What follows belongs to an exercise in optimizing a design on an open flow for small area; a production flow would make more cautious choices.
The RTL was checked by simulation tests, not by an equivalence proof against the original design.
No activity file was given, so power comes from the tool's default toggle rates.

==> tundra: inputs <==
==> flow/design.v (excerpt) <==
module tsn_switch_core (
    input  wire         clk,
    input  wire         rst_n,
    input  wire [3:0]   rx_valid,
    input  wire [3:0]   rx_sof,
    input  wire [3:0]   rx_eof,
    input  wire [127:0] rx_data,
    input  wire [7:0]   rx_mod,
    input  wire [3:0]   rx_error,
    input  wire [191:0] rx_dst_mac,
    input  wire [191:0] rx_src_mac,
    input  wire [63:0]  rx_ethertype,
    input  wire [47:0]  rx_vlan_id,
    input  wire [11:0]  rx_priority,
    input  wire [3:0]   rx_vlan_valid,
    output wire [3:0]   tx_valid,
    output wire [3:0]   tx_sof,
    output wire [3:0]   tx_eof,
    output wire [127:0] tx_data,
    output wire [7:0]   tx_mod,
    output wire [11:0]  tx_priority,
    input  wire [3:0]   tx_ready,
    input  wire [63:0]  ptp_time,
    input  wire         time_valid,
    output wire [63:0]  frame_timestamp,
    input  wire         learning_enable,
    input  wire         cut_through_enable,
    input  wire [15:0]  default_vlan,
    input  wire [3:0]   port_enable,
    input  wire         security_enable,
    input  wire [47:0]  allowed_mac_base,
    input  wire [15:0]  allowed_mac_mask,
    input  wire [15:0]  blocked_ethertypes,
    output wire [127:0] forwarded_frames_packed,
    output wire [127:0] dropped_frames_packed,
    output wire [31:0]  learned_addresses,
  ...
==> flow/config.mk <==
export PLATFORM = sky130hd
export DESIGN_NAME = tsn_switch_core
export DESIGN_NICKNAME = tsn_switch_core
export VERILOG_FILES = /design/flow/design.v
export SDC_FILE = /design/flow/constraint.sdc
export NUM_CORES = 4
export LEC_CHECK = 0
export CAP_MARGIN = 30
export CORE_MARGIN = 2
export CORE_UTILIZATION = 20
export GPL_TIMING_DRIVEN = 0
export PLACE_DENSITY = 0.35
export SLEW_MARGIN = 30
==> flow/constraint.sdc <==
create_clock -name core_clock -period 10.0 [get_ports {clk}]
set_input_delay 2.0000 -clock core_clock [delete_from_list [all_inputs] [get_ports {clk}]]
set_output_delay 2.0000 -clock core_clock [all_outputs]
set_load 0.01 [all_outputs]
standard.sh (not shown) runs the stock make flow with config.mk's settings and CLKGATE_MAP_FILE= SYNTH_SCRIPT=/design/flow/synth_recipe.tcl, a recipe that flattens the netlist after the stock synthesis.
==> flow/flow/run.sh <==
#!/bin/bash
# The standard layout (standard.sh) with these changes:
#  - ports get the smallest buffer, sky130_fd_sc_hd__buf_1
#  - the buffers Yosys/ABC inserted are removed at floorplan
#  - after the (unchanged) standard synthesis, buf_8/12/16 join the platform's
#    don't-use list, so repair builds buffer trees from smaller buffers
set -euo pipefail
export BUFFER_PORTS_ARGS="-buffer_cell sky130_fd_sc_hd__buf_1"
export REMOVE_ABC_BUFFERS=1
export CTS_ARGS="-sink_clustering_enable -repair_clock_nets -dont_use_dummy_load -buf_list sky130_fd_sc_hd__clkbuf_8 -sink_clustering_size 25 -sink_clustering_max_diameter 60"

# standard synthesis, unchanged
bash standard.sh synth > make_synth.log 2>&1

# the rest of the layout, with the extra don't-use cells on make's command line
# (the platform's own list is repeated, as a command-line value replaces it)
PLATFORM_DU=$(sed -n '/^export DONT_USE_CELLS += /,/^#/p' "$FLOW_HOME/platforms/$FLOW_PLATFORM/config.mk" | grep -o 'sky130_fd_sc_hd__[a-z0-9_]*' | tr '\n' ' ')
bash standard.sh "DONT_USE_CELLS=$PLATFORM_DU sky130_fd_sc_hd__buf_8 sky130_fd_sc_hd__buf_12 sky130_fd_sc_hd__buf_16" finish > make_layout.log 2>&1
==> maple (differences from tundra) <==
==> flow/flow/run.sh (replaced) <==
#!/bin/bash
# The standard layout (standard.sh) with these changes:
#  - after the standard synthesis, the combinational logic is mapped again
#    with ABC's area-oriented mapper (amap); flip-flops, their names and
#    cell types are left exactly as the standard synthesis made them
#  - ports get the smallest buffer, sky130_fd_sc_hd__buf_1
#  - the buffers Yosys/ABC inserted are removed at floorplan
set -euo pipefail
WORK=$(pwd)
R=$WORK/orfs/results/$FLOW_PLATFORM/tsn_switch_core/base
LIB=$FLOW_HOME/platforms/$FLOW_PLATFORM/lib/sky130_fd_sc_hd__tt_025C_1v80.lib
YOSYS=$FLOW_HOME/../tools/install/yosys/bin/yosys
[[ -x $YOSYS ]] || YOSYS=yosys

export BUFFER_PORTS_ARGS="-buffer_cell sky130_fd_sc_hd__buf_1"
export REMOVE_ABC_BUFFERS=1
export CTS_ARGS="-sink_clustering_enable -repair_clock_nets -dont_use_dummy_load"

# 1. standard synthesis
bash standard.sh synth > make_synth.log 2>&1

# 2. remap the combinational cells
cp $R/1_2_yosys.v $WORK/standard_synth.v
printf 'strash\ndch -f\namap\ntopo\n' > $WORK/amap.abc
cat > $WORK/remap.ys <<EOT
read_liberty -ignore_miss_func $LIB
blackbox sky130_fd_sc_hd__df* sky130_fd_sc_hd__edf* sky130_fd_sc_hd__sdf* sky130_fd_sc_hd__sedf* sky130_fd_sc_hd__dl* sky130_fd_sc_hd__conb_1
read_verilog $WORK/standard_synth.v
hierarchy -check -top $FLOW_TOP
flatten
opt_clean -purge
abc -script $WORK/amap.abc -liberty $LIB -dont_use sky130_fd_sc_hd__probe_p_8 -dont_use sky130_fd_sc_hd__probec_p_8 -dont_use sky130_fd_sc_hd__lpflow_*
opt_clean -purge
hilomap -singleton -hicell sky130_fd_sc_hd__conb_1 HI -locell sky130_fd_sc_hd__conb_1 LO
insbuf -buf sky130_fd_sc_hd__buf_1 A X
splitnets
opt_clean -purge
check
stat -liberty $LIB
write_verilog -noattr -nohex -nodec $WORK/remapped.v
EOT
$YOSYS -l $WORK/remap.log -q $WORK/remap.ys > /dev/null
cp $WORK/remapped.v $R/1_2_yosys.v
rm -f $R/1_synth.odb $R/1_synth.sdc

# 3. the rest of the standard layout
bash standard.sh > make_layout.log 2>&1
--- a/flow/config.mk
+++ b/flow/config.mk
@@ -7,3 +7,3 @@
 export LEC_CHECK = 0
-export CAP_MARGIN = 30
+export CAP_MARGIN = 0
 export CORE_MARGIN = 2
@@ -12,2 +12,2 @@
 export PLACE_DENSITY = 0.35
-export SLEW_MARGIN = 30
+export SLEW_MARGIN = 0
==> notes <==
tundra finished clean. maple never finished: it broke off in 5_1_grt on GRT-0116. Synthesized cell count: tundra is smaller than maple (about 10%). In tundra the synthesized area is higher than in maple, by about 10%.
==> figures <==
| item | maple | tundra |
|---|---|---|
| Outcome | stopped before the end | finished clean |
| Last stage reached | 5_1_grt | - |
| Placed wire-length estimate | 1,230,000 microns | 774,000 microns |
| Netlist area before placement | 0.0845 sq mm | 0.0930 sq mm |
| Root buf cell | clkbuf_16 | clkbuf_8 |
| Number of cells produced by synthesis | 10,400 | 9,384 |
| Setup repair bufs after CTS | 24 | 0 |
| Die outline height | 654 microns | 686 microns |
| Pre-CTS worst setup slack | -2.80 ns | 0.843 ns |
| TritonCTS Buffers | 157 | 187 |
| Initial cell density of the core | 20.1% | 20.1% |
| Final RePlAce weighted congestion | 1.50 | 1.14 |
| Number of placed instances with taps included | 17,300 | 17,000 |
| Area after DPL | 0.105 sq mm | 0.115 sq mm |
| Std-Cell Rows | 238 | 250 |
| Syn Area/Cell | 8.15 sq um | 9.91 sq um |

---

==> job 4584 <==
Another version of the RTL of tsn_switch_core (not shown whole).
Settings: LEC_CHECK=0, CAP_MARGIN=30, CORE_MARGIN=2, CORE_UTILIZATION=25, GPL_ROUTABILITY_DRIVEN=0, GPL_TIMING_DRIVEN=0, PLACE_DENSITY=0.35, SETUP_SLACK_MARGIN=0.5, SLEW_MARGIN=20; clock period 10.0 ns.
==> flow/flow/run.sh <==
#!/bin/bash
# The standard layout (standard.sh) with these changes:
#  - ports get the smallest buffer, sky130_fd_sc_hd__buf_1
#  - the buffers Yosys/ABC inserted are removed at floorplan
#  - after the (unchanged) standard synthesis, the buffers larger than buf_2
#    join the platform's don't-use list, so repair fixes slew and load with
#    small buffers
set -euo pipefail
export BUFFER_PORTS_ARGS="-buffer_cell sky130_fd_sc_hd__buf_1"
export REMOVE_ABC_BUFFERS=1
export CTS_ARGS="-sink_clustering_enable -repair_clock_nets -dont_use_dummy_load -buf_list sky130_fd_sc_hd__clkbuf_8 -sink_clustering_size 20 -sink_clustering_max_diameter 50"

# standard synthesis, unchanged
bash standard.sh synth > make_synth.log 2>&1

# the rest of the layout, with the extra don't-use cells on make's command line
# (the platform's own list is repeated, as a command-line value replaces it)
PLATFORM_DU=$(sed -n '/^export DONT_USE_CELLS += /,/^#/p' "$FLOW_HOME/platforms/$FLOW_PLATFORM/config.mk" | grep -o 'sky130_fd_sc_hd__[a-z0-9_]*' | tr '\n' ' ')
EXTRA_DU="sky130_fd_sc_hd__buf_4 sky130_fd_sc_hd__buf_6 sky130_fd_sc_hd__buf_8 sky130_fd_sc_hd__buf_12 sky130_fd_sc_hd__buf_16 sky130_fd_sc_hd__bufbuf_8 sky130_fd_sc_hd__bufbuf_16 sky130_fd_sc_hd__bufinv_8 sky130_fd_sc_hd__bufinv_16"
bash standard.sh "DONT_USE_CELLS=$PLATFORM_DU $EXTRA_DU" finish > make_layout.log 2>&1
==> job 1320: changes against job 4584 <==
--- a/flow/config.mk
+++ b/flow/config.mk
@@ -8,8 +8,7 @@
 export CAP_MARGIN = 30
 export CORE_MARGIN = 2
 export CORE_UTILIZATION = 25
-export GPL_ROUTABILITY_DRIVEN = 0
 export GPL_TIMING_DRIVEN = 0
 export PLACE_DENSITY = 0.35
 export SETUP_SLACK_MARGIN = 0.5
-export SLEW_MARGIN = 20
+export SLEW_MARGIN = 30
==> notes <==
In job 1320 the wire length is larger than in job 4584, by 7.3%. In job 4584 the worst setup slack is worse than in job 1320, by 14 ps. In job 1320 the sequential power is lower than in job 4584, by 3.7%. In job 1320 the clock skew is lower than in job 4584, by 18 ps. Combinational power: job 4584 is smaller than job 1320 (about 6%). Of job 4584 and job 1320, job 1320 has the higher final cell count (gap about 1.4%, measured against job 1320). In job 4584 the clock power is smaller than in job 1320, by 6.4%. Of job 4584 and job 1320, job 1320 has the higher global-route usage (gap 3.6 points). In job 1320 the total power is higher than in job 4584, by 2.7%. Synthesized cell count is the same in job 4584 and job 1320. Die area is the same in job 1320 and job 4584.

port drivers added, routing unchanged:
The results above use ideal ports. As a check the final layouts listed here were re-extracted and re-timed, cells and wires unchanged.
Step 1 assumes that a clkbuf_16 drives the clock port and a buf_2 every other input.
Step 2 moves the port delays by t, midway between the first and last clock arrival at a register: inputs arrive t later, outputs are due t later. That takes back most of the time a late clock gives input paths.
Slacks: ideal / step 1 / step 2; pairs: ideal / step 1.
run	t (ns)	setup slack, ns	hold slack, ns	slew at the worst register clock pin (ns)
tundra	1.224	1.705 / 1.779 / 0.555	0.466 / 0.466 / 0.466	0.12 / 0.12
job 4584	1.141	0.426 / 0.521 / -0.621	0.462 / 0.462 / 0.462	0.10 / 0.10
job 1320	1.184	0.440 / 0.533 / -0.651	0.461 / 0.461 / 0.461	0.10 / 0.10
With both steps, setup timing fails in job 4584 and job 1320, where it was met with ideal ports. The setup slack of tundra, which loses most, moves by +0.074 ns with the drivers and by -1.150 ns with both steps.
